Background: an optimization exercise with open tools, aiming at small area. Do not read the settings as production practice.
No run shown here included a check of the RTL's function; only the layout flow was run.

$ cat design/flow/flow/run.sh
#!/bin/bash
# Own layout flow: the standard flow (standard.sh) with
#  - synthesis mapped by an area-oriented ABC script (flow/synth_area.tcl),
#  - port buffers of the smallest buffer cell,
#  - clock tree from mid-size clock buffers in larger sink clusters, without
#    dummy loads.
# Each tool's full output goes to the ORFS logs under orfs/logs; make's own
# output goes to flow_make.log in the work folder.
set -euo pipefail
W=$(pwd)
bash "$W/standard.sh" \
  "SYNTH_SCRIPT=$W/flow/synth_area.tcl" \
  "BUFFER_PORTS_ARGS=-buffer_cell sky130_fd_sc_hd__buf_1" \
  "CTS_ARGS=-sink_clustering_enable -repair_clock_nets -dont_use_dummy_load -buf_list sky130_fd_sc_hd__clkbuf_8 -sink_clustering_size 16 -sink_clustering_max_diameter 50" \
  finish > "$W/flow_make.log" 2>&1
$ cat design/flow/flow/area.abc
&get -n
&st
&dch -f
&nf -R 1000 -F 8 -A 4 -p
&put
$ cat design/flow/flow/synth_area.tcl
# The standard synthesis (synth_recipe.tcl), with the technology mapping of
# the combinational logic done by an area-oriented ABC script (area.abc beside
# this file) in place of ORFS's delay-oriented one. Everything else, and so
# every register's name and cell type, is as in the standard synthesis.
set area_abc_script [file join [file dirname [file normalize [info script]]] area.abc]
proc synth {args} { yosys synth -nofsm -noshare {*}$args }
proc abc {args} {
  set i [lsearch -exact $args -script]
  if { $i >= 0 } {
    lset args [expr {$i + 1}] $::area_abc_script
  }
  yosys abc {*}$args
}
source $::env(SCRIPTS_DIR)/synth.tcl
# left out here: clear keep_hierarchy, flatten, clean up, hide names made inside functions, write 1_2_yosys.v
$ cat design/flow/standard.sh
#!/bin/bash
# synth_recipe.tcl (not shown) runs the flow's synth.tcl, then flattens the netlist and writes it again
# the make line also repeats each setting of config.mk as NAME=value (left out here)
make -C /OpenROAD-flow-scripts/flow DESIGN_CONFIG=/design/flow/config.mk WORK_HOME=/design/flow/orfs CLKGATE_MAP_FILE= SYNTH_SCRIPT=/design/flow/synth_recipe.tcl "${@:-finish}"
$ cat design/flow/config.mk
export PLATFORM = sky130hd
export DESIGN_NAME = avr_core
export DESIGN_NICKNAME = avr_core
export VERILOG_FILES = /design/flow/design.v
export SDC_FILE = /design/flow/constraint.sdc
export NUM_CORES = 4
export LEC_CHECK = 0
export CAP_MARGIN = 10
export CORE_MARGIN = 2
export CORE_UTILIZATION = 40
export GPL_TIMING_DRIVEN = 0
export SLEW_MARGIN = 10
$ cat design/flow/constraint.sdc
create_clock -name core_clock -period 20.0 [get_ports {clk}]
set_input_delay 4.0000 -clock core_clock [delete_from_list [all_inputs] [get_ports {clk}]]
set_output_delay 4.0000 -clock core_clock [all_outputs]
set_load 0.01 [all_outputs]
$ cat design/flow/design.v
`timescale 1ns / 1ps
module mega_rca #(
	parameter W = 8
	)(
	input [W-1:0]a,
	input [W-1:0]b,
	input ci,
	output [W-1:0]s,
	output [W:0]c
	);
assign c[0] = ci;
genvar i;
generate
for (i = 0; i < W; i = i + 1)
begin : bit_
	assign s[i] = a[i] ^ b[i] ^ c[i];
	assign c[i + 1] = (a[i] & b[i]) | (c[i] & (a[i] ^ b[i]));
end
endgenerate
endmodule
module mega_alu (
	input [15:0]inst,
	input [15:0]rd,
	input [15:0]rr,
	output reg [15:0]R,
	input [7:0]sreg_in,
	output reg [7:0]sreg_out
);
wire [7:0]a = rd[7:0];
wire [7:0]b = rr[7:0];
wire [7:0]K = {inst[11:8], inst[3:0]};
wire i_movw   = inst[15:8] == 8'b00000001;
wire i_muls   = inst[15:8] == 8'b00000010;
wire i_mulx   = inst[15:8] == 8'b00000011;	 
wire i_mul    = inst[15:10] == 6'b100111;
wire i_cpc    = inst[15:10] == 6'b000001;
wire i_sbc    = inst[15:10] == 6'b000010;
wire i_add    = inst[15:10] == 6'b000011;
wire i_cp     = inst[15:10] == 6'b000101;
wire i_sub    = inst[15:10] == 6'b000110;
wire i_adc    = inst[15:10] == 6'b000111;
wire i_and    = inst[15:10] == 6'b001000;
wire i_eor    = inst[15:10] == 6'b001001;
wire i_or     = inst[15:10] == 6'b001010;
wire i_mov    = inst[15:10] == 6'b001011;
wire i_cpi    = inst[15:12] == 4'b0011;
wire i_sbci   = inst[15:12] == 4'b0100;
wire i_subi   = inst[15:12] == 4'b0101;
wire i_ori    = inst[15:12] == 4'b0110;
wire i_andi   = inst[15:12] == 4'b0111;
wire i_ldi    = inst[15:12] == 4'b1110;
wire g1op     = inst[15:9] == 7'b1001010;
wire i_com    = g1op & inst[3:0] == 4'b0000;
wire i_neg    = g1op & inst[3:0] == 4'b0001;
wire i_swap   = g1op & inst[3:0] == 4'b0010;
wire i_inc    = g1op & inst[3:0] == 4'b0011;
wire i_asr    = g1op & inst[3:0] == 4'b0101;
wire i_lsr    = g1op & inst[3:0] == 4'b0110;
wire i_ror    = g1op & inst[3:0] == 4'b0111;
wire i_dec    = g1op & inst[3:0] == 4'b1010;
wire i_sex    = inst[15:8] == 8'b10010100 & inst[3:0] == 4'b1000;
wire i_adiw   = inst[15:8] == 8'b10010110;
wire i_sbiw   = inst[15:8] == 8'b10010111;
wire i_bld    = inst[15:9] == 7'b1111100 & ~inst[3];
wire i_bst    = inst[15:9] == 7'b1111101 & ~inst[3];
wire i_mulall = i_muls | i_mulx | i_mul;
wire i_frac   = i_mulx & (inst[7] | inst[3]);
wire sgn_a    = i_muls | i_mulx & (inst[7] | ~inst[3]);
wire sgn_b    = i_muls | i_mulx & inst[7] & ~inst[3];
wire i_w      = i_adiw | i_sbiw;
wire [15:0]prod;
mega_mul mul (.a(a), .b(b), .sa(sgn_a), .sb(sgn_b), .p(prod));
wire [15:0]mres = i_frac ? {prod[14:0], 1'b0} : prod;
wire imm   = i_cpi | i_sbci | i_subi;
wire sub   = i_sub | i_sbc | i_cp | i_cpc | imm | i_neg | i_dec | i_sbiw;
wire usec  = i_adc | i_sbc | i_cpc | i_sbci;
wire cin   = usec & sreg_in[0];
wire [7:0]x = i_neg ? 8'h00 : a;
wire [7:0]y = imm ? K : i_w ? {2'b00, inst[7:6], inst[3:0]} : (i_inc | i_dec) ? 8'h01 : i_neg ? a : b;
wire [7:0]s8;
wire [8:0]c8;
mega_rca #(.W(8)) addsub (.a(x), .b(sub ? ~y : y), .ci(cin ^ sub), .s(s8), .c(c8));
wire aC = sub ^ c8[8];
wire aH = sub ^ c8[4];
wire aV = c8[8] ^ c8[7];
wire [7:0]wh;
wire [8:0]whc;
mega_rca #(.W(8)) addw (.a(rd[15:8]), .b({8{i_sbiw}}), .ci(c8[8]), .s(wh), .c(whc));
wire [15:0]w16 = {wh, s8};
wire [7:0]bmask = 8'h01 << inst[2:0];
wire arith = i_sub | i_sbc | i_cp | i_cpc | imm | i_add | i_adc | i_neg | i_inc | i_dec;
wire logic_op = i_and | i_eor | i_or | i_ori | i_andi;
wire shift = i_asr | i_lsr | i_ror;
always @ *
begin
	R = 16'h0000;
	if (arith) R[7:0] = s8;
	if (i_and) R[7:0] = a & b;
	if (i_eor) R[7:0] = a ^ b;
	if (i_or) R[7:0] = a | b;
	if (i_ori) R[7:0] = a | K;
	if (i_andi) R[7:0] = a & K;
	if (i_com) R[7:0] = ~a;
	if (i_mov) R[7:0] = b;
	if (i_movw) R = rr;
	if (i_ldi) R[7:0] = K;
	if (i_swap) R[7:0] = {a[3:0], a[7:4]};
	if (shift) R[7:0] = {i_asr ? a[7] : i_ror ? sreg_in[0] : 1'b0, a[7:1]};
	if (i_bld) R[7:0] = sreg_in[6] ? (a | bmask) : (a & ~bmask);
	if (i_mulall) R = mres;
	if (i_w) R = w16;
end
wire z8 = R[7:0] == 8'h00;
wire z16 = z8 & (R[15:8] == 8'h00);
always @ *
begin
	sreg_out = sreg_in;
	if (arith) begin
		sreg_out[2] = R[7];
		sreg_out[1] = z8 & (~(i_sbc | i_cpc | i_sbci) | sreg_in[1]);
		sreg_out[3] = aV;
		sreg_out[4] = R[7] ^ aV;
		if (~(i_inc | i_dec)) begin
			sreg_out[0] = aC;
			sreg_out[5] = i_neg ? (R[3] | ~a[3]) : aH;
		end
	end
	if (logic_op | i_com) begin
		sreg_out[3] = 1'b0;
		sreg_out[2] = R[7];
		sreg_out[4] = R[7];
		sreg_out[1] = z8;
		if (i_com) sreg_out[0] = 1'b1;
	end
	if (shift) begin
		sreg_out[0] = a[0];
		sreg_out[2] = R[7];
		sreg_out[3] = R[7] ^ a[0];
		sreg_out[4] = a[0];
		sreg_out[1] = z8;
	end
	if (i_mulall) begin
		sreg_out[0] = prod[15];
		sreg_out[1] = (a == 8'h00) | (b == 8'h00);
	end
	if (i_w) begin
		sreg_out[0] = i_sbiw ? (R[15] & ~rd[15]) : (~R[15] & rd[15]);
		sreg_out[3] = i_sbiw ? (~R[15] & rd[15]) : (R[15] & ~rd[15]);
		sreg_out[2] = R[15];
		sreg_out[4] = R[15] ^ (i_sbiw ? (~R[15] & rd[15]) : (R[15] & ~rd[15]));
		sreg_out[1] = z16;
	end
	if (i_sex) sreg_out[inst[6:4]] = ~inst[7];
	if (i_bst) sreg_out[6] = a[inst[2:0]];
end
endmodule
module mega_mul (
	input [7:0]a,
	input [7:0]b,
	input sa,
	input sb,
	output [15:0]p
	);
wire s1 = (a[6] & b[0]) ^ (a[5] & b[1]);
wire c2 = (a[6] & b[0]) & (a[5] & b[1]);
wire s3 = ((a[7] & b[0]) ^ sa) ^ (a[6] & b[1]) ^ (a[5] & b[2]);
wire c4 = (((a[7] & b[0]) ^ sa) & (a[6] & b[1])) | ((a[5] & b[2]) & (((a[7] & b[0]) ^ sa) ^ (a[6] & b[1])));
wire s5 = (a[4] & b[3]) ^ (a[3] & b[4]) ^ (a[2] & b[5]);
wire c6 = ((a[4] & b[3]) & (a[3] & b[4])) | ((a[2] & b[5]) & ((a[4] & b[3]) ^ (a[3] & b[4])));
wire s7 = ((a[7] & b[1]) ^ sa) ^ (a[6] & b[2]) ^ (a[5] & b[3]);
wire c8 = (((a[7] & b[1]) ^ sa) & (a[6] & b[2])) | ((a[5] & b[3]) & (((a[7] & b[1]) ^ sa) ^ (a[6] & b[2])));
wire s9 = (a[4] & b[4]) ^ (a[3] & b[5]) ^ (a[2] & b[6]);
wire c10 = ((a[4] & b[4]) & (a[3] & b[5])) | ((a[2] & b[6]) & ((a[4] & b[4]) ^ (a[3] & b[5])));
wire s11 = ((a[7] & b[2]) ^ sa) ^ (a[6] & b[3]) ^ (a[5] & b[4]);
wire c12 = (((a[7] & b[2]) ^ sa) & (a[6] & b[3])) | ((a[5] & b[4]) & (((a[7] & b[2]) ^ sa) ^ (a[6] & b[3])));
wire s13 = (a[4] & b[0]) ^ (a[3] & b[1]);
wire c14 = (a[4] & b[0]) & (a[3] & b[1]);
wire s15 = (a[5] & b[0]) ^ (a[4] & b[1]) ^ (a[3] & b[2]);
wire c16 = ((a[5] & b[0]) & (a[4] & b[1])) | ((a[3] & b[2]) & ((a[5] & b[0]) ^ (a[4] & b[1])));
wire s17 = (a[2] & b[3]) ^ (a[1] & b[4]);
wire c18 = (a[2] & b[3]) & (a[1] & b[4]);
wire s19 = (a[4] & b[2]) ^ (a[3] & b[3]) ^ (a[2] & b[4]);
wire c20 = ((a[4] & b[2]) & (a[3] & b[3])) | ((a[2] & b[4]) & ((a[4] & b[2]) ^ (a[3] & b[3])));
wire s21 = (a[1] & b[5]) ^ (a[0] & b[6]) ^ s1;
wire c22 = ((a[1] & b[5]) & (a[0] & b[6])) | (s1 & ((a[1] & b[5]) ^ (a[0] & b[6])));
wire s23 = (a[1] & b[6]) ^ ((a[0] & b[7]) ^ sb) ^ (sa & ~sb);
wire c24 = ((a[1] & b[6]) & ((a[0] & b[7]) ^ sb)) | ((sa & ~sb) & ((a[1] & b[6]) ^ ((a[0] & b[7]) ^ sb)));
wire s25 = s3 ^ s5 ^ c2;
wire c26 = (s3 & s5) | (c2 & (s3 ^ s5));
wire s27 = ((a[1] & b[7]) ^ sb) ^ (sa & sb) ^ s7;
wire c28 = (((a[1] & b[7]) ^ sb) & (sa & sb)) | (s7 & (((a[1] & b[7]) ^ sb) ^ (sa & sb)));
wire s29 = s9 ^ c4 ^ c6;
wire c30 = (s9 & c4) | (c6 & (s9 ^ c4));
wire s31 = (a[4] & b[5]) ^ (a[3] & b[6]) ^ ((a[2] & b[7]) ^ sb);
wire c32 = ((a[4] & b[5]) & (a[3] & b[6])) | (((a[2] & b[7]) ^ sb) & ((a[4] & b[5]) ^ (a[3] & b[6])));
wire s33 = s11 ^ c8 ^ c10;
wire c34 = (s11 & c8) | (c10 & (s11 ^ c8));
wire s35 = ((a[7] & b[3]) ^ sa) ^ (a[6] & b[4]) ^ (a[5] & b[5]);
wire c36 = (((a[7] & b[3]) ^ sa) & (a[6] & b[4])) | ((a[5] & b[5]) & (((a[7] & b[3]) ^ sa) ^ (a[6] & b[4])));
wire s37 = (a[4] & b[6]) ^ ((a[3] & b[7]) ^ sb) ^ c12;
wire c38 = ((a[4] & b[6]) & ((a[3] & b[7]) ^ sb)) | (c12 & ((a[4] & b[6]) ^ ((a[3] & b[7]) ^ sb)));
wire s39 = ((a[7] & b[4]) ^ sa) ^ (a[6] & b[5]) ^ (a[5] & b[6]);
wire c40 = (((a[7] & b[4]) ^ sa) & (a[6] & b[5])) | ((a[5] & b[6]) & (((a[7] & b[4]) ^ sa) ^ (a[6] & b[5])));
wire s41 = (a[3] & b[0]) ^ (a[2] & b[1]);
wire c42 = (a[3] & b[0]) & (a[2] & b[1]);
wire s43 = (a[2] & b[2]) ^ (a[1] & b[3]) ^ (a[0] & b[4]);
wire c44 = ((a[2] & b[2]) & (a[1] & b[3])) | ((a[0] & b[4]) & ((a[2] & b[2]) ^ (a[1] & b[3])));
wire s45 = (a[0] & b[5]) ^ s15 ^ s17;
wire c46 = ((a[0] & b[5]) & s15) | (s17 & ((a[0] & b[5]) ^ s15));
wire s47 = s19 ^ s21 ^ c16;
wire c48 = (s19 & s21) | (c16 & (s19 ^ s21));
wire s49 = s23 ^ s25 ^ c20;
wire c50 = (s23 & s25) | (c20 & (s23 ^ s25));
wire s51 = s27 ^ s29 ^ c24;
wire c52 = (s27 & s29) | (c24 & (s27 ^ s29));
wire s53 = s31 ^ s33 ^ c28;
wire c54 = (s31 & s33) | (c28 & (s31 ^ s33));
wire s55 = s35 ^ s37 ^ c32;
wire c56 = (s35 & s37) | (c32 & (s35 ^ s37));
wire s57 = ((a[4] & b[7]) ^ sb) ^ s39 ^ c36;
wire c58 = (((a[4] & b[7]) ^ sb) & s39) | (c36 & (((a[4] & b[7]) ^ sb) ^ s39));
wire s59 = ((a[7] & b[5]) ^ sa) ^ (a[6] & b[6]) ^ ((a[5] & b[7]) ^ sb);
wire c60 = (((a[7] & b[5]) ^ sa) & (a[6] & b[6])) | (((a[5] & b[7]) ^ sb) & (((a[7] & b[5]) ^ sa) ^ (a[6] & b[6])));
wire s61 = (a[2] & b[0]) ^ (a[1] & b[1]);
wire c62 = (a[2] & b[0]) & (a[1] & b[1]);
wire s63 = (a[1] & b[2]) ^ (a[0] & b[3]) ^ s41;
wire c64 = ((a[1] & b[2]) & (a[0] & b[3])) | (s41 & ((a[1] & b[2]) ^ (a[0] & b[3])));
wire s65 = s13 ^ s43 ^ c42;
wire c66 = (s13 & s43) | (c42 & (s13 ^ s43));
wire s67 = c14 ^ s45 ^ c44;
wire c68 = (c14 & s45) | (c44 & (c14 ^ s45));
wire s69 = c18 ^ s47 ^ c46;
wire c70 = (c18 & s47) | (c46 & (c18 ^ s47));
wire s71 = c22 ^ s49 ^ c48;
wire c72 = (c22 & s49) | (c48 & (c22 ^ s49));
wire s73 = c26 ^ s51 ^ c50;
wire c74 = (c26 & s51) | (c50 & (c26 ^ s51));
wire s75 = c30 ^ s53 ^ c52;
wire c76 = (c30 & s53) | (c52 & (c30 ^ s53));
wire s77 = c34 ^ s55 ^ c54;
wire c78 = (c34 & s55) | (c54 & (c34 ^ s55));
wire s79 = c38 ^ s57 ^ c56;
wire c80 = (c38 & s57) | (c56 & (c38 ^ s57));
wire s81 = c40 ^ s59 ^ c58;
wire c82 = (c40 & s59) | (c58 & (c40 ^ s59));
wire s83 = ((a[7] & b[6]) ^ sa) ^ ((a[6] & b[7]) ^ sb) ^ c60;
wire c84 = (((a[7] & b[6]) ^ sa) & ((a[6] & b[7]) ^ sb)) | (c60 & (((a[7] & b[6]) ^ sa) ^ ((a[6] & b[7]) ^ sb)));
wire s85 = (a[1] & b[0]) ^ (a[0] & b[1]);
wire c86 = (a[1] & b[0]) & (a[0] & b[1]);
wire s87 = (a[0] & b[2]) ^ s61 ^ c86;
wire c88 = ((a[0] & b[2]) & s61) | (c86 & ((a[0] & b[2]) ^ s61));
wire s89 = s63 ^ c62 ^ c88;
wire c90 = (s63 & c62) | (c88 & (s63 ^ c62));
wire s91 = s65 ^ c64 ^ c90;
wire c92 = (s65 & c64) | (c90 & (s65 ^ c64));
wire s93 = s67 ^ c66 ^ c92;
wire c94 = (s67 & c66) | (c92 & (s67 ^ c66));
wire s95 = s69 ^ c68 ^ c94;
wire c96 = (s69 & c68) | (c94 & (s69 ^ c68));
wire s97 = s71 ^ c70 ^ c96;
wire c98 = (s71 & c70) | (c96 & (s71 ^ c70));
wire s99 = s73 ^ c72 ^ c98;
wire c100 = (s73 & c72) | (c98 & (s73 ^ c72));
wire s101 = s75 ^ c74 ^ c100;
wire c102 = (s75 & c74) | (c100 & (s75 ^ c74));
wire s103 = s77 ^ c76 ^ c102;
wire c104 = (s77 & c76) | (c102 & (s77 ^ c76));
wire s105 = s79 ^ c78 ^ c104;
wire c106 = (s79 & c78) | (c104 & (s79 ^ c78));
wire s107 = s81 ^ c80 ^ c106;
wire c108 = (s81 & c80) | (c106 & (s81 ^ c80));
wire s109 = s83 ^ c82 ^ c108;
wire c110 = (s83 & c82) | (c108 & (s83 ^ c82));
wire s111 = ((a[7] & b[7]) ^ sa ^ sb) ^ c84 ^ c110;
wire c112 = (((a[7] & b[7]) ^ sa ^ sb) & c84) | (c110 & (((a[7] & b[7]) ^ sa ^ sb) ^ c84));
wire s113 = sa ^ c112;
assign p = {s113, s111, s109, s107, s105, s103, s101, s99, s97, s95, s93, s91, s89, s87, s85, (a[0] & b[0])};
endmodule
`timescale 1ns / 1ps
module mega_regs (
	input clk,
	input [4:0]rs1a,
	output [15:0]rs1,
	input rs1m,
	input [4:0]rs2a,
	output [15:0]rs2,
	input rs2m,
	input [4:0]rda,
	input [15:0]rd,
	input rdw,
	input rdm
	);
reg [7:0]REGL[0:15];
reg [7:0]REGH[0:15];
wire [3:0]rda_int = rdm ? rda[3:0] : rda[4:1];
wire [3:0]rs1a_int = rs1m ? rs1a[3:0] : rs1a[4:1];
wire [3:0]rs2a_int = rs2m ? rs2a[3:0] : rs2a[4:1];
wire wl = rdw & (rdm | ~rda[0]);
wire wh = rdw & (rdm | rda[0]);
wire [7:0]dh = rdm ? rd[15:8] : rd[7:0];
genvar k;
generate
for (k = 0; k < 16; k = k + 1)
begin : pair
	always @ (posedge clk)
	begin
		if(wl && rda_int == k) REGL[k] <= rd[7:0];
		if(wh && rda_int == k) REGH[k] <= dh;
	end
end
endgenerate
reg [7:0]l1, h1, l2, h2;
integer i;
always @ *
begin
	l1 = 8'h00; h1 = 8'h00; l2 = 8'h00; h2 = 8'h00;
	for (i = 0; i < 16; i = i + 1)
	begin
		l1 = l1 | (REGL[i] & {8{rs1a_int == i}});
		h1 = h1 | (REGH[i] & {8{rs1a_int == i}});
		l2 = l2 | (REGL[i] & {8{rs2a_int == i}});
		h2 = h2 | (REGH[i] & {8{rs2a_int == i}});
	end
end
assign rs1 = {rs1m ? h1 : 8'h00, (rs1m | ~rs1a[0]) ? l1 : h1};
assign rs2 = {rs2m ? h2 : 8'h00, (rs2m | ~rs2a[0]) ? l2 : h2};
endmodule
`timescale 1ns / 1ps
module mega (
	input rst,
	input clk,
	output [15:0]pgm_addr,
	input [15:0]pgm_data,
	output [15:0]data_addr,
	output [7:0]data_out,
	output data_write,
	input [7:0]data_in,
	output data_read,
	output [5:0]io_addr,
	output [7:0]io_out,
	output io_write,
	input [7:0]io_in,
	output io_read
	);
reg cnt_rst;
reg [15:0]PC;
reg [1:0]state_cnt;
reg skip_next_clock;
reg [15:0]pgm_data_registered;
reg [4:0]rs1a;
reg [4:0]rs2a;
reg [4:0]rda;
reg reg_rs1m;
reg reg_rs2m;
reg reg_rdm;
reg reg_rdw;
reg [15:0]data_addr_int;
reg [7:0]data_out_int;
reg data_write_int;
reg data_read_int;
reg [5:0]io_addr_int;
reg [7:0]io_out_int;
reg io_write_int;
reg io_read_int;
reg [7:0]SREG;
reg [15:0]SP;
reg [7:0]PC_TMP_H;
reg lsb_lpm_r_p_reg;
wire [15:0]reg_rs1;
wire [15:0]reg_rs2;
reg [15:0]reg_rd;
wire [15:0]alu_rd;
wire [7:0]sreg_out;
assign data_addr = data_addr_int;
assign data_out = data_out_int;
assign data_write = data_write_int;
assign data_read = data_read_int;
assign io_addr = io_addr_int;
assign io_out = io_out_int;
assign io_write = io_write_int;
assign io_read = io_read_int;
wire [7:0]data_in_int = (data_addr_int == 16'h005D) ? SP[7:0] :
			(data_addr_int == 16'h005E) ? SP[15:8] :
			(data_addr_int == 16'h005F) ? SREG : data_in;
wire [7:0]io_in_int = (io_addr_int == 6'h3D) ? SP[7:0] :
			(io_addr_int == 6'h3E) ? SP[15:8] :
			(io_addr_int == 6'h3F) ? SREG : io_in;
wire execute = ~skip_next_clock & ~cnt_rst;
wire st0 = state_cnt == 2'd0;
wire st1 = state_cnt == 2'd1;
wire st2 = state_cnt == 2'd2;
wire st3 = state_cnt == 2'd3;
wire [15:0]I = (st0 & ~skip_next_clock) ? pgm_data : pgm_data_registered;
wire gld  = I[15:9] == 7'b1001000;
wire gst  = I[15:9] == 7'b1001001;
wire g1op = I[15:9] == 7'b1001010;
wire movw  = I[15:8] == 8'b00000001;
wire muls  = I[15:8] == 8'b00000010;
wire mulx  = I[15:8] == 8'b00000011;
wire mul   = I[15:10] == 6'b100111;
wire cpse  = I[15:10] == 6'b000100;
wire cpi   = I[15:12] == 4'b0011;
wire immop = (I[15:12] == 4'b0011) | (I[15:12] == 4'b0100) | (I[15:12] == 4'b0101) | (I[15:12] == 4'b0110) | (I[15:12] == 4'b0111);
wire ldi   = I[15:12] == 4'b1110;
wire ldd   = I[15:14] == 2'b10 & ~I[12] & ~I[9];
wire std   = I[15:14] == 2'b10 & ~I[12] & I[9];
wire lds   = gld & I[3:0] == 4'b0000;
wire sts   = gst & I[3:0] == 4'b0000;
wire ld_yzp = gld & I[2:0] == 3'b001;
wire st_yzp = gst & I[2:0] == 3'b001;
wire ld_yzn = gld & I[2:0] == 3'b010;
wire st_yzn = gst & I[2:0] == 3'b010;
wire lpm_r  = gld & I[3:2] == 2'b01 & ~I[0];
wire lpm_rp = gld & I[3:2] == 2'b01 & I[0];
wire ld_x   = gld & I[3:0] == 4'b1100;
wire st_x   = gst & I[3:0] == 4'b1100;
wire ld_xp  = gld & I[3:0] == 4'b1101;
wire st_xp  = gst & I[3:0] == 4'b1101;
wire ld_xn  = gld & I[3:0] == 4'b1110;
wire st_xn  = gst & I[3:0] == 4'b1110;
wire pop    = gld & I[3:0] == 4'b1111;
wire push   = gst & I[3:0] == 4'b1111;
wire alu1   = g1op & (I[3:0] == 4'b0000 | I[3:0] == 4'b0001 | I[3:0] == 4'b0010 | I[3:0] == 4'b0011 |
		I[3:0] == 4'b0101 | I[3:0] == 4'b0110 | I[3:0] == 4'b0111 | I[3:0] == 4'b1010);
wire ret    = I == 16'b1001010100001000;
wire reti   = I == 16'b1001010100011000;
wire lpm_e  = I[15:5] == 11'b10010101110 & I[3:0] == 4'b1000;
wire ijmp   = I[15:5] == 11'b10010100000 & I[3:0] == 4'b1001;
wire icall  = I[15:5] == 11'b10010101000 & I[3:0] == 4'b1001;
wire jmp    = g1op & I[3:1] == 3'b110;
wire call   = g1op & I[3:1] == 3'b111;
wire adiw   = I[15:9] == 7'b1001011;
wire cbi    = I[15:10] == 6'b100110 & ~I[8];
wire sbic   = I[15:10] == 6'b100110 & I[8];
wire in_    = I[15:11] == 5'b10110;
wire out_   = I[15:11] == 5'b10111;
wire rjmp   = I[15:12] == 4'b1100;
wire rcall  = I[15:12] == 4'b1101;
wire brch   = I[15:11] == 5'b11110;
wire bld    = I[15:9] == 7'b1111100 & ~I[3];
wire sbrc   = I[15:10] == 6'b111111 & ~I[3];
wire alu2   = I[15:10] == 6'b000010 | I[15:10] == 6'b000011 | I[15:10] == 6'b000110 |
		I[15:10] == 6'b000111 | I[15:12] == 4'b0010;	 
wire mulall = muls | mulx | mul;
wire lpm_any = lpm_r | lpm_rp | lpm_e;
wire ptr_yz = ld_yzp | st_yzp | ld_yzn | st_yzn;
wire ptr_x = ld_x | st_x | ld_xp | st_xp | ld_xn | st_xn;
wire ptr_n = ld_yzn | st_yzn | ld_xn | st_xn;
wire stack = rcall | call | icall | push | ret | reti | pop;
wire e0 = execute & st0;
wire e1 = execute & st1;
wire e2 = execute & st2;
wire e3 = execute & st3;
wire [5:0]io_a = {I[10:9], I[3:0]};
wire next2w = (pgm_data[15:10] == 6'b100100 & pgm_data[3:0] == 4'b0000) |
		(pgm_data[15:9] == 7'b1001010 & pgm_data[3:2] == 2'b11);
wire skip_cond = (cpse & (reg_rs1[7:0] == reg_rs2[7:0])) |
		(sbrc & (reg_rs1[I[2:0]] == I[9])) |
		(sbic & (io_in_int[I[2:0]] == I[9]));
wire br_take = sreg_out[I[2:0]] == ~I[10];
wire pc_abs = e1 & (jmp | call | ijmp | icall);
wire pc_ret = e3 & (ret | reti);
wire pc_rel12 = (e0 & rjmp) | (e1 & rcall);
wire pc_rel7 = e0 & brch & br_take;
wire pc_hold = (e0 & (rcall | push | ret | reti | cpse | sbrc | pop | ldd | std | ptr_yz | ptr_x |
		out_ | in_ | cbi | sbic | lpm_any)) |
	(e1 & (ret | reti | lds | ldd | ld_yzp | ld_yzn | st_yzn | ld_x | ld_xp | ld_xn | st_xn | lpm_any)) |
	(e2 & (ret | reti));
wire [15:0]pc_base = (e1 & (jmp | call)) ? pgm_data :
			(e1 & (ijmp | icall)) ? reg_rs1 :
			pc_ret ? {PC_TMP_H, data_in_int} : PC;
wire [15:0]pc_off = pc_rel12 ? {{4{I[11]}}, I[11:0]} :
			pc_rel7 ? {{9{I[9]}}, I[9:3]} :
			(pc_ret & reti) ? 16'hFFFF :
			(pc_abs | pc_ret | pc_hold) ? 16'h0000 : 16'h0001;
wire [15:0]pc_next;
wire [16:0]pc_c;
mega_rca #(.W(16)) pc_add (.a(pc_base), .b(pc_off), .ci(1'b0), .s(pc_next), .c(pc_c));
wire sp_dec = ((e0 | e1) & (rcall | call | icall)) | (e1 & push);
wire sp_inc = ((e0 | e1) & (ret | reti)) | (e0 & pop);
wire ptr_disp = st1 & (ldd | std);
wire ptr_dec = (st1 | st2) & ptr_n;
wire [15:0]ad_a = stack ? SP : reg_rs2;
wire [15:0]ad_off = stack ? (sp_dec ? 16'hFFFF : 16'h0001) :
			ptr_disp ? {10'h000, I[13], I[11:10], I[2:0]} :
			ptr_dec ? 16'hFFFF : 16'h0001;
wire [15:0]ad_sum;
wire [16:0]ad_c;
mega_rca #(.W(16)) ad_add (.a(ad_a), .b(ad_off), .ci(1'b0), .s(ad_sum), .c(ad_c));
wire [15:0]P = pgm_data_registered;
wire p_gld = P[15:9] == 7'b1001000;
wire p_ldmem = (p_gld & (P[3:0] == 4'b0000 | P[2:0] == 3'b001 | P[2:0] == 3'b010 | P[3:0] == 4'b1100 |
		P[3:0] == 4'b1101 | P[3:0] == 4'b1110 | P[3:0] == 4'b1111)) |
		(P[15:14] == 2'b10 & ~P[12] & ~P[9]);
wire p_in = P[15:11] == 5'b10110;
wire p_lpm = (p_gld & P[3:2] == 2'b01) | (P[15:5] == 11'b10010101110 & P[3:0] == 4'b1000);
wire p_lpm_p = p_gld & P[3:2] == 2'b01 & P[0];
wire [7:0]pgm_byte_sel = (p_lpm_p ? lsb_lpm_r_p_reg : reg_rs2[0]) ? pgm_data[15:8] : pgm_data[7:0];
always @ *
begin
	reg_rd = alu_rd;
	if (st0 & p_ldmem) reg_rd = {8'h00, data_in_int};
	if (st0 & p_in) reg_rd = {8'h00, io_in_int};
	if (st1 | st2) reg_rd = ad_sum;
	if (st2 & p_lpm) reg_rd = {8'h00, pgm_byte_sel};
end
assign pgm_addr = (execute & st1 & p_lpm) ? {1'b0, reg_rs2[15:1]} : PC;
always @ (posedge clk or posedge rst)
begin
	if(rst)
	begin
		cnt_rst <= 1'b1;
		PC <= 16'h0000;
		state_cnt <= 2'd0;
	end
	else
	begin
		cnt_rst <= 1'b0;
		PC <= pc_next;
		if (e0 & (jmp | ijmp | stack | cpse | sbrc | lds | sts | ldd | std | ptr_yz | ptr_x |
				out_ | in_ | cbi | sbic | lpm_any))
			state_cnt <= 2'd1;
		else if ((e1 & (ret | reti | lds | ldd | ld_yzp | ld_yzn | st_yzn | ld_x | ld_xp | ld_xn | st_xn |
				lpm_any)) |
			 (e1 & (cpse | sbrc | sbic) & skip_cond & next2w))
			state_cnt <= 2'd2;
		else if (e2 & (ret | reti | cpse | sbrc | sbic))
			state_cnt <= 2'd3;
		else
			state_cnt <= 2'd0;
	end
end
always @ (posedge clk)
begin
	pgm_data_registered <= I;
	skip_next_clock <= (e0 & brch & br_take) |
		(e1 & (cpse | sbrc | sbic) & skip_cond & ~next2w) |
		(e0 & rjmp) | (e1 & (jmp | ijmp | rcall | call | icall)) | (e3 & (ret | reti));
	rs1a <= I[8:4];
	if (e0 & (muls | immop)) rs1a[4] <= 1'b1;
	if (e0 & mulx) rs1a[4:3] <= 2'b10;
	if (e0 & adiw) rs1a[4:2] <= 3'b111;
	if (e0 & (ijmp | icall)) rs1a <= 5'b01111;
	rs2a <= {I[9], I[3:0]};
	if (e0 & muls) rs2a[4] <= 1'b1;
	if (e0 & mulx) rs2a[4:3] <= 2'b10;
	if ((e0 & (ldd | std)) | ((e0 | e1) & ptr_yz)) rs2a <= {2'b01, 2'b11, ~I[3]};
	if ((e0 | e1) & ptr_x) rs2a <= 5'b01101;
	if ((e0 | e1) & lpm_any) rs2a <= 5'b01111;
	rda <= I[8:4];
	if (e0 & (ldi | (immop & ~cpi))) rda[4] <= 1'b1;
	if ((e0 & mulall) | (e1 & lpm_e)) rda <= 5'h00;
	if (e0 & adiw) rda[4:2] <= 3'b111;
	if ((e1 & (ld_yzp | ld_yzn | st_yzn)) | (e0 & st_yzp)) rda <= {2'b01, 2'b11, ~I[3]};
	if ((e1 & (ld_xp | ld_xn | st_xn)) | (e0 & st_xp)) rda <= 5'b01101;
	if (e0 & lpm_rp) rda <= 5'b01111;
	reg_rs1m <= e0 & (adiw | ijmp | icall);
	reg_rs2m <= (e0 & (movw | ldd | std)) | ((e0 | e1) & (ptr_yz | ptr_x | lpm_any));
	reg_rdm <= (e0 & (movw | mulall | adiw | st_yzp | st_xp | lpm_rp)) |
		(e1 & (ld_yzp | ld_yzn | st_yzn | ld_xp | ld_xn | st_xn));
	reg_rdw <= (e0 & (ldi | movw | mulall | alu1 | alu2 | bld | (immop & ~cpi) | adiw | st_yzp | st_xp | lpm_rp)) |
		(e1 & (pop | ld_yzp | ld_yzn | st_yzn | ld_xp | ld_xn | st_xn | in_ | lpm_any)) |
		(e2 & (lds | ldd | ld_yzp | ld_yzn | ld_x | ld_xp | ld_xn));
	data_write_int <= sp_dec | (e1 & (std | st_yzp | st_x | st_xp | sts)) | (e2 & (st_yzn | st_xn));
	data_read_int <= ((e1 | e2) & (ret | reti)) | (e1 & pop) |
		(e2 & (ldd | ld_yzp | ld_yzn | ld_x | ld_xp | ld_xn | lds));
	io_write_int <= e1 & (out_ | cbi);
	io_read_int <= (e1 & in_) | (e0 & cbi) | ((e0 | e1) & sbic);
	if ((e0 & (rcall | icall)))
		data_out_int <= PC[7:0];
	else if (e1 & rcall)
		data_out_int <= PC[15:8];
	else if (e0 & call)
		data_out_int <= pc_next[7:0];
	else if (e1 & call)
		data_out_int <= PC[15:8];	 
	else if (e1 & icall)
		data_out_int <= PC_TMP_H;
	else
		data_out_int <= reg_rs1[7:0];
	io_addr_int <= (cbi | sbic) ? {1'b0, I[7:3]} : io_a;
	io_out_int <= out_ ? reg_rs1[7:0] : I[9] ? (io_in | (8'h01 << I[2:0])) : (io_in & ~(8'h01 << I[2:0]));
	lsb_lpm_r_p_reg <= reg_rs2[0];
end
always @ (posedge clk)
begin
	if (sp_dec | (e1 & pop) | (e2 & (ret | reti)) | (e1 & (ld_yzp | st_yzp | ld_x | st_x | ld_xp | st_xp)))
		data_addr_int <= ad_a;
	else if (sp_inc | (e1 & (ldd | std | ld_yzn | st_yzn | ld_xn | st_xn)))
		data_addr_int <= ad_sum;
	else if (e1 & (lds | sts))
		data_addr_int <= pgm_data;
	if (~skip_next_clock)
	begin
		if ((e1 & sts & (data_addr_int == 16'h005F)) | (e1 & out_ & (io_a == 6'h3F)))
			SREG <= reg_rs1[7:0];
		else if (e3 & reti)
			SREG <= {1'b1, sreg_out[6:0]};
		else
			SREG <= sreg_out;
	end
	if (sp_dec | sp_inc)
		SP <= ad_sum;
	else if ((e1 & sts & (pgm_data == 16'h005D)) | (e1 & out_ & (io_a == 6'h3D)))
		SP[7:0] <= reg_rs1[7:0];
	else if ((e1 & sts & (pgm_data == 16'h005E)) | (e1 & out_ & (io_a == 6'h3E)))
		SP[15:8] <= reg_rs1[7:0];
	if (e0 & icall)
		PC_TMP_H <= PC[15:8];
	else if (e2 & (ret | reti))
		PC_TMP_H <= data_in_int;
end
mega_alu alu (
	.inst(pgm_data_registered),
	.rd(reg_rs1),
	.rr(reg_rs2),
	.R(alu_rd),
	.sreg_in(SREG),
	.sreg_out(sreg_out)
);
mega_regs regs (
	.clk(clk),
	.rs1a(rs1a),
	.rs1(reg_rs1),
	.rs1m(reg_rs1m),
	.rs2a(rs2a),
	.rs2(reg_rs2),
	.rs2m(reg_rs2m),
	.rda(rda),
	.rd(reg_rd),
	.rdw(reg_rdw),
	.rdm(reg_rdm)
);
endmodule
`timescale 1ns / 1ps
module avr_core (
	input clk,
	input rst,
	output [15:0]pgm_addr,
	input [15:0]pgm_data,
	output [15:0]data_addr,
	output [7:0]data_out,
	output data_write,
	input [7:0]data_in,
	output data_read,
	output [5:0]io_addr,
	output [7:0]io_out,
	output io_write,
	input [7:0]io_in,
	output io_read
	);
mega core(
	.rst(rst),
	.clk(clk),
	.pgm_addr(pgm_addr),
	.pgm_data(pgm_data),
	.data_addr(data_addr),
	.data_out(data_out),
	.data_write(data_write),
	.data_in(data_in),
	.data_read(data_read),
	.io_addr(io_addr),
	.io_out(io_out),
	.io_write(io_write),
	.io_in(io_in),
	.io_read(io_read)
	);
endmodule
==> flow_summary.ini, run 1 <==
[global_routing]
first_global_vias = 22200
grt_overflow_total = 0
antenna_found_initial = 6
track_usage = 0.324
grt_max_degree = 34
grt_pass1_wl_mm = 149

[route]
dr.pass1.iters = 8
initialDrtViolationCount = 3797
vias_per_cell = 6.85
wl_per_cell_um = 30.6
wl_mm = 104
drc = 0
drtAntennaViolNets = 0
via_count = 23200

[critical_path]
r2r_cells = 58
worstSetupStartpointType = register
reg2reg_to = core.PC[15]
slowest_delay_ns = 0.82
critPathMaxFanout = 16
arrival_ns = 19.95
crit_top_cell = fa_1
cp_slowest_cell = nor2_2
crit_required_ns = 20.51
crit_path_end_kind = register
crit_type = reg2reg
r2r-start = core.reg_rs1m
reg2reg_slack_ns = 0.56

[sta]
hold_viol_final = 0
min_period_ns = 19.44
tns_ns = 0
worstMarginPinSlew_ns = 1.29
post-route-period-util = 0.972
setup_viol = 0
grt_setup_unrepaired = no
timing.fmax_ghz = 0.0514
drv_slew = 0
skew_ns = 0.119
relSlewSlack = 0.137

[finish]
design_area_mm2 = 0.0271
top_regs = core.regs.REGH (128), core.regs.REGL (128)
drive_gt1_frac = 0.0817
syn_to_final_growth_pct = 13.0
final_common_cell = edfxtp_1
fin_nets = 2766
layout_common_cells = edfxtp_1, nand2_1, nor2_1, a21oi_1, o21ai_0
final_cell_count_no_fill = 3383
nFillCells = 5663

[clock_network]
clk_pin_slew_ns = 0.11
max-clock-path-buffers = 3
cts.htree.levels = 2
clock-root-buffer = clkbuf_8
cts-buffers-inserted = 41
clk_latency_ns = 0.69
cts_tree = yes
holdBufCountCts = 0
cts.sinks = 386

[synthesis]
ys_seq_area_frac = 0.453
ys_types = 60
syn_area_per_cell_um2 = 9.94
ys_seq_elements = 386
netlist_top_cells_area = edfxtp_1, fa_1, dfxtp_1, nand2_1, a21oi_1
syn_nets = 2572
synth_edf_count = 304
ys.flop_type = edfxtp_1
synth_top_area_share = 0.380
netlist_area_mm2 = 0.0240
async_flop_share = 0.0492
synth_warnings = 5
synth_cells = 2414
synth_top_area_cell = edfxtp_1

[floorplanning]
die_x_um = 249
dieArea_mm2 = 0.0620
row_count = 89
io_pins = 92
die-height_um = 249
core_area_mm2 = 0.0591
initial_core_util = 0.406

[min_path]
hold_end = core.data_out_int[5]
hp-class = reg2reg
worstHoldStart = core.PC[5]
hold-path-cell-count = 2

[placed_design]
place_hpwl_mm = 77.4
dp.cells = 3334
portBuffers = 91
dpl_cell_area_mm2 = 0.0265
gp_congestion = 1.04

[run]
cap_viol_max_count = 0

[outcome]
status = timing/DRC/antenna clean
==> worst max-delay path by stage <==
stage	from	endpoint	slack, ns	cells after the start
2_1_floorplan	core.reg_rs1m	core.PC[15]	3.28	62
3_3_place_gp	core.reg_rs1m	core.PC[15]	-2.45	60
3_5_place_dp	core.reg_rs2m	core.PC[15]	0.92	62
4_1_cts	core.reg_rs2m	core.PC[15]	0.88	62
5_1_grt	core.reg_rs1m	core.PC[15]	0.03	60
6_report	core.reg_rs1m	core.PC[15]	0.56	58
==> through the flow <==
stage               utilization  hold slack [ns]  worst slack (ns)
finish                    0.459            0.571             0.559
detailed placement        0.448            0.577             0.920
global route              0.459            0.630            0.0313
global placement          0.428            0.556             -2.45
floorplan                     -            0.506              3.28
CTS                       0.457            0.583             0.879
==> cell usage after synthesis (8+ instances only) <==
cell type	n
nor2b_1	22
or3_1	9
a22o_1	14
fa_1	93
o21a_1	10
edfxtp_1	304
o2bb2ai_1	8
nand2b_1	30
nor3_1	79
dfxtp_1	63
o21ai_0	157
nor4_1	24
mux2_1	14
and3_1	13
mux2i_1	73
or2_0	12
nand4_1	47
clkinv_1	137
a21oi_1	204
a31oi_1	19
nor2_1	265
nand2_1	297
o22ai_1	32
a221o_1	20
a21o_1	16
a22oi_1	46
ha_1	31
o211ai_1	32
xor2_1	13
a222oi_1	95
a211oi_1	26
dfrtp_1	18
nand3_1	58
xnor2_1	22
a221oi_1	35
==> layer usage <==
layer / up-vias / track usage / wire length (um)
met5: - / 0 / 19
met4: 2 / 0.153 / 5750
met3: 354 / 0.0905 / 14000
met2: 1735 / 0.489 / 44500
met1: 11300 / 0.432 / 39400
li1: 9736 / - / -
==> area by class of cell <==
class	count	area (um2)	share of cell area
Clock buffer	41	564	0.0208
Multi-Input combinational cell	1891	13100	0.484
Tap cell	773	967	0.0357
Inverter	137	514	0.0190
Timing Repair Buffer	151	1090	0.0401
Antenna cell	4	10.0	0.000369
Sequential cell	386	10900	0.401
==> what timing repair did <==
item / in CTS / in global routing
setup endpoints to repair: 0 / 1
gates resized for setup: 0 / 1
setup buffers: 0 / 0
==> worst max-delay path: cells and delay by family (launching register included) <==
kind,cells,cell delay (ns)
and+or+nand+nor,6,1.80
muxes,2,0.93
AOI/OAI and AO/OA,12,3.86
DFF,1,0.72
buffers and inverters,7,1.05
xor gates and xnor gates,4,0.64
adders and majority gates,27,10.29
==> cell families after synthesis <==
group,Yosys count,share of synthesized area
and+or+nand+nor,887,0.168
AOI/OAI and AO/OA,757,0.214
DFF,386,0.453
buffers and inverters,137,0.0214
adders and majority gates,124,0.0937
muxes,87,0.0370
xor gates and xnor gates,35,0.0128
other,1,0.000156
==> run 2, diff against run 1 <==
--- a/design/flow/design.v
+++ b/design/flow/design.v
@@ -364,7 +364,6 @@
 reg io_read_int;
 reg [7:0]SREG;
 reg [15:0]SP;
-reg [7:0]PC_TMP_H;
 reg lsb_lpm_r_p_reg;
 wire [15:0]reg_rs1;
 wire [15:0]reg_rs2;
@@ -379,12 +378,13 @@
 assign io_out = io_out_int;
 assign io_write = io_write_int;
 assign io_read = io_read_int;
-wire [7:0]data_in_int = (data_addr_int == 16'h005D) ? SP[7:0] :
-			(data_addr_int == 16'h005E) ? SP[15:8] :
-			(data_addr_int == 16'h005F) ? SREG : data_in;
-wire [7:0]io_in_int = (io_addr_int == 6'h3D) ? SP[7:0] :
-			(io_addr_int == 6'h3E) ? SP[15:8] :
-			(io_addr_int == 6'h3F) ? SREG : io_in;
+wire [15:0]P = pgm_data_registered;
+wire p_in = P[15:11] == 5'b10110;
+wire [7:0]bus_ext = p_in ? io_in : data_in;
+wire bus_spl = p_in ? (io_addr_int == 6'h3D) : (data_addr_int == 16'h005D);
+wire bus_sph = p_in ? (io_addr_int == 6'h3E) : (data_addr_int == 16'h005E);
+wire bus_sreg = p_in ? (io_addr_int == 6'h3F) : (data_addr_int == 16'h005F);
+wire [7:0]bus_in = bus_spl ? SP[7:0] : bus_sph ? SP[15:8] : bus_sreg ? SREG : bus_ext;
 wire execute = ~skip_next_clock & ~cnt_rst;
 wire st0 = state_cnt == 2'd0;
 wire st1 = state_cnt == 2'd1;
@@ -456,7 +456,7 @@
 		(pgm_data[15:9] == 7'b1001010 & pgm_data[3:2] == 2'b11);
 wire skip_cond = (cpse & (reg_rs1[7:0] == reg_rs2[7:0])) |
 		(sbrc & (reg_rs1[I[2:0]] == I[9])) |
-		(sbic & (io_in_int[I[2:0]] == I[9]));
+		(sbic & (io_in[I[2:0]] == I[9]));	 
 wire br_take = sreg_out[I[2:0]] == ~I[10];
 wire pc_abs = e1 & (jmp | call | ijmp | icall);
 wire pc_ret = e3 & (ret | reti);
@@ -468,7 +468,7 @@
 	(e2 & (ret | reti));
 wire [15:0]pc_base = (e1 & (jmp | call)) ? pgm_data :
 			(e1 & (ijmp | icall)) ? reg_rs1 :
-			pc_ret ? {PC_TMP_H, data_in_int} : PC;
+			pc_ret ? {io_out_int, bus_in} : PC;
 wire [15:0]pc_off = pc_rel12 ? {{4{I[11]}}, I[11:0]} :
 			pc_rel7 ? {{9{I[9]}}, I[9:3]} :
 			(pc_ret & reti) ? 16'hFFFF :
@@ -487,20 +487,17 @@
 wire [15:0]ad_sum;
 wire [16:0]ad_c;
 mega_rca #(.W(16)) ad_add (.a(ad_a), .b(ad_off), .ci(1'b0), .s(ad_sum), .c(ad_c));
-wire [15:0]P = pgm_data_registered;
 wire p_gld = P[15:9] == 7'b1001000;
 wire p_ldmem = (p_gld & (P[3:0] == 4'b0000 | P[2:0] == 3'b001 | P[2:0] == 3'b010 | P[3:0] == 4'b1100 |
 		P[3:0] == 4'b1101 | P[3:0] == 4'b1110 | P[3:0] == 4'b1111)) |
 		(P[15:14] == 2'b10 & ~P[12] & ~P[9]);
-wire p_in = P[15:11] == 5'b10110;
 wire p_lpm = (p_gld & P[3:2] == 2'b01) | (P[15:5] == 11'b10010101110 & P[3:0] == 4'b1000);
 wire p_lpm_p = p_gld & P[3:2] == 2'b01 & P[0];
 wire [7:0]pgm_byte_sel = (p_lpm_p ? lsb_lpm_r_p_reg : reg_rs2[0]) ? pgm_data[15:8] : pgm_data[7:0];
 always @ *
 begin
 	reg_rd = alu_rd;
-	if (st0 & p_ldmem) reg_rd = {8'h00, data_in_int};
-	if (st0 & p_in) reg_rd = {8'h00, io_in_int};
+	if (st0 & (p_ldmem | p_in)) reg_rd = {8'h00, bus_in};
 	if (st1 | st2) reg_rd = ad_sum;
 	if (st2 & p_lpm) reg_rd = {8'h00, pgm_byte_sel};
 end
@@ -575,11 +572,12 @@
 	else if (e1 & call)
 		data_out_int <= PC[15:8];	 
 	else if (e1 & icall)
-		data_out_int <= PC_TMP_H;
+		data_out_int <= io_out_int;
 	else
 		data_out_int <= reg_rs1[7:0];
 	io_addr_int <= (cbi | sbic) ? {1'b0, I[7:3]} : io_a;
-	io_out_int <= out_ ? reg_rs1[7:0] : I[9] ? (io_in | (8'h01 << I[2:0])) : (io_in & ~(8'h01 << I[2:0]));
+	io_out_int <= (ret | reti) ? bus_in : icall ? PC[15:8] : out_ ? reg_rs1[7:0] :
+		I[9] ? (io_in | (8'h01 << I[2:0])) : (io_in & ~(8'h01 << I[2:0]));
 	lsb_lpm_r_p_reg <= reg_rs2[0];
 end
 always @ (posedge clk)
@@ -605,10 +603,6 @@
 		SP[7:0] <= reg_rs1[7:0];
 	else if ((e1 & sts & (pgm_data == 16'h005E)) | (e1 & out_ & (io_a == 6'h3E)))
 		SP[15:8] <= reg_rs1[7:0];
-	if (e0 & icall)
-		PC_TMP_H <= PC[15:8];
-	else if (e2 & (ret | reti))
-		PC_TMP_H <= data_in_int;
 end
 mega_alu alu (
 	.inst(pgm_data_registered),
--- a/design/flow/config.mk
+++ b/design/flow/config.mk
@@ -5,8 +5,8 @@
 export SDC_FILE = /design/flow/constraint.sdc
 export NUM_CORES = 4
 export LEC_CHECK = 0
-export CAP_MARGIN = 10
+export CAP_MARGIN = 0
 export CORE_MARGIN = 2
 export CORE_UTILIZATION = 40
 export GPL_TIMING_DRIVEN = 0
-export SLEW_MARGIN = 10
+export SLEW_MARGIN = 0
==> flow_summary.ini, run 2 <==
[floorplanning]
core_area_mm2 = 0.0588
row_count = 89
io_pins = 92
die-height_um = 247
initial_core_util = 0.403
die_x_um = 247
dieArea_mm2 = 0.0613

[min_path]
hold-path-cell-count = 2
hp-class = reg2reg
worstHoldStart = core.PC[5]
hold_end = core.data_out_int[5]

[route]
vias_per_cell = 6.85
initialDrtViolationCount = 4139
wl_mm = 105
drtAntennaViolNets = 0
drc = 0
dr.pass1.iters = 12
wl_per_cell_um = 31.3
via_count = 22900

[placed_design]
portBuffers = 91
gp_congestion = 1.03
place_hpwl_mm = 76.9
dpl_cell_area_mm2 = 0.0258

[synthesis]
synth_top_area_cell = edfxtp_1
syn_nets = 2553
synth_edf_count = 296
synth_warnings = 5
synthSimpleGateAreaFrac = 0.173
syn_area_per_cell_um2 = 9.90
async_flop_share = 0.0503
yosysMostFrequentCell = nor2_1
synth_xor_area_frac = 0.0140
ys_types = 69
synthAdderAreaFrac = 0.0949
synth_mux_area_frac = 0.0397
synth_top_family_by_area = compound AO/OA/AOI/OAI gates
ys.flop_type = edfxtp_1
synth_cells = 2395
synth_top_area_share = 0.375
synth_common_cells = nor2_1, edfxtp_1, nand2_1
ys_seq_area_frac = 0.448
netlist_area_mm2 = 0.0237
netlist_top_cells_area = edfxtp_1, fa_1, dfxtp_1, nor2_1, a222oi_1
ys_seq_elements = 378
synth_compound_area_frac = 0.209

[clock_network]
cts-buffers-inserted = 41
clock-root-buffer = clkbuf_8
cts.sinks = 378
cts_tree = yes
max-clock-path-buffers = 3
holdBufCountCts = 0
cts_setup_buffers = 0
clk_latency_ns = 0.66
cts.htree.levels = 2
clk_pin_slew_ns = 0.08

[finish]
top_regs = core.regs.REGH (128), core.regs.REGL (128)
final_common_cell = edfxtp_1
drive_gt1_frac = 0.0682
regArea_mm2 = 0.0106
design_area_mm2 = 0.0265
nFillCells = 5627
multi_input_area_mm2 = 0.0130
fin_nets = 2727
layout_common_cells = edfxtp_1, nor2_1, nand2_1, a21oi_1, o21ai_0
syn_to_final_growth_pct = 11.8

[global_routing]
grt_util_met1 = 0.470
use_met2 = 0.498
globalRoute.busiestLayer = met2
grt_max_degree = 33
antenna_found_initial = 5
grt_overflow_total = 0
first_global_vias = 21500
track_usage = 0.335
use_met3 = 0.0631
grt_pass1_wl_mm = 149

[critical_path]
cp_slowest_cell = nor2_2
critPathMaxFanout = 16
r2r_cells = 61
r2r-start = core.reg_rs1m
slowest_delay_ns = 0.84
worstSetupStartpointType = register
crit_required_ns = 20.45
crit_top_cell = fa_1
reg2reg_to = core.PC[15]
arrival_ns = 20.02
crit_path_end_kind = register
crit_type = reg2reg
reg2reg_slack_ns = 0.43

[sta]
hold_ws_ns = 0.573
drv_slew = 11
relSlewSlack = -0.0729
timing.fmax_ghz = 0.0511
skew_ns = 0.0862
worstMarginPinSlew_ns = 1.59
min_period_ns = 19.57
post-route-period-util = 0.978
hold_viol_final = 0
setup_viol = 0

[run]
cap_viol_max_count = 3

[outcome]
so_faults = capacitance limit, slew limit
status = complete, but fails checks
run 2: cell types whose count changed in the layout (fill, tap and decap cells not counted), sizes merged, moves of 14 or more:
| cell | delta |
|---|---|
| a21oi | -17 |
| a22oi | +17 |
| buf | -20 |
| nand2 | -43 |
| nor2 | +43 |
| o211ai | -14 |
run 2: worst max-delay path: cells and delay by family (launching register included):
kind                       cells  cell delay [ns]
AOI/OAI and AO/OA             13             3.13
xor gates and xnor gates       4             0.75
adders and majority gates     27            10.44
buffers and inverters          7             1.16
DFF                            1             0.55
muxes                          1             0.46
and+or+nand+nor                9             2.86
run 2: metrics by stage:
stage | setup WS (ns) | TNS, ns | cells | utilization
5_1_grt | -0.00560 | -0.00560 | 3341 | 0.451
4_1_cts | 0.00343 | 0 | 3337 | 0.448
3_3_place_gp | -2.74 | -13.37 | 3259 | 0.426
3_5_place_dp | -0.573 | -0.844 | 3296 | 0.439
6_report | 0.431 | 0 | 3341 | 0.451
2_1_floorplan | 2.91 | 0 | 2395 | -
run 2: final cells by class:
class	count	area share
tap	773	0.0365
timing repair buffer	131	0.0313
sequential	378	0.401
inverter	137	0.0195
antenna	1	0.0000944
clock buffer	41	0.0213
multi-input combinational	1880	0.490
run 2: what timing repair did:
item	4_1_cts	5_1_grt
pin swaps	0	0
endpoints found under the setup margin	2	3
gates resized for setup	2	9
cloned	0	0
hold endpoints to repair	0	0
run 2: worst max path at each step:
stage / from / end / slack (ns)
2_1_floorplan: core.reg_rs1m / core.PC[15] / 2.91
3_3_place_gp: core.reg_rs1m / core.PC[15] / -2.74
3_5_place_dp: core.reg_rs1m / core.PC[15] / -0.57
4_1_cts: core.reg_rs2m / core.PC[15] / 0.003
5_1_grt: core.reg_rs1m / core.PC[15] / -0.006
6_report: core.reg_rs1m / core.PC[15] / 0.43
run 2: kinds of logic (layout without fill, tap and decap cells):
family / after synthesis / after routing
AND/OR/NAND/NOR: 902 / 902
buffers and inverters: 137 / 309
AO/OA/AOI/OAI: 723 / 723
flip-flops: 378 / 378
other: 1 / 2
XOR/XNOR: 38 / 38
multiplexers: 92 / 92
adder cells (fa/ha/maj): 124 / 124
run 2: layer usage:
layer / vias up / part of all wire
met3: 328 / 0.12
met2: 1678 / 0.43
li1: 9626 / -
met4: 4 / 0.054
met5: - / 0.00026
met1: 11200 / 0.40

==> static timing again, ports no longer ideal <==
The flow's constraints put no driver on any port. The routed layouts listed below were extracted and timed again, unchanged, in two steps. Step 1: set_driving_cell puts a clkbuf_16 on clk and a buf_2 on each other input, an assumption about the parent block. Step 2 also shifts input and output timing later by t, the mid clock arrival at the registers, as if the neighbouring blocks saw the same clock. Slacks: no drivers / after step 1 / after step 2; pairs: no drivers / after step 1.
run	shift t [ns]	slack for setup (ns)	latest minus earliest clock arrival (ns)	slew at the worst register clock pin (ns)
run 1	0.685	0.559 / 0.559 / 0.559	0.119 / 0.119	0.11 / 0.11
run 2	0.675	0.431 / 0.431 / 0.431	0.087 / 0.086	0.11 / 0.11
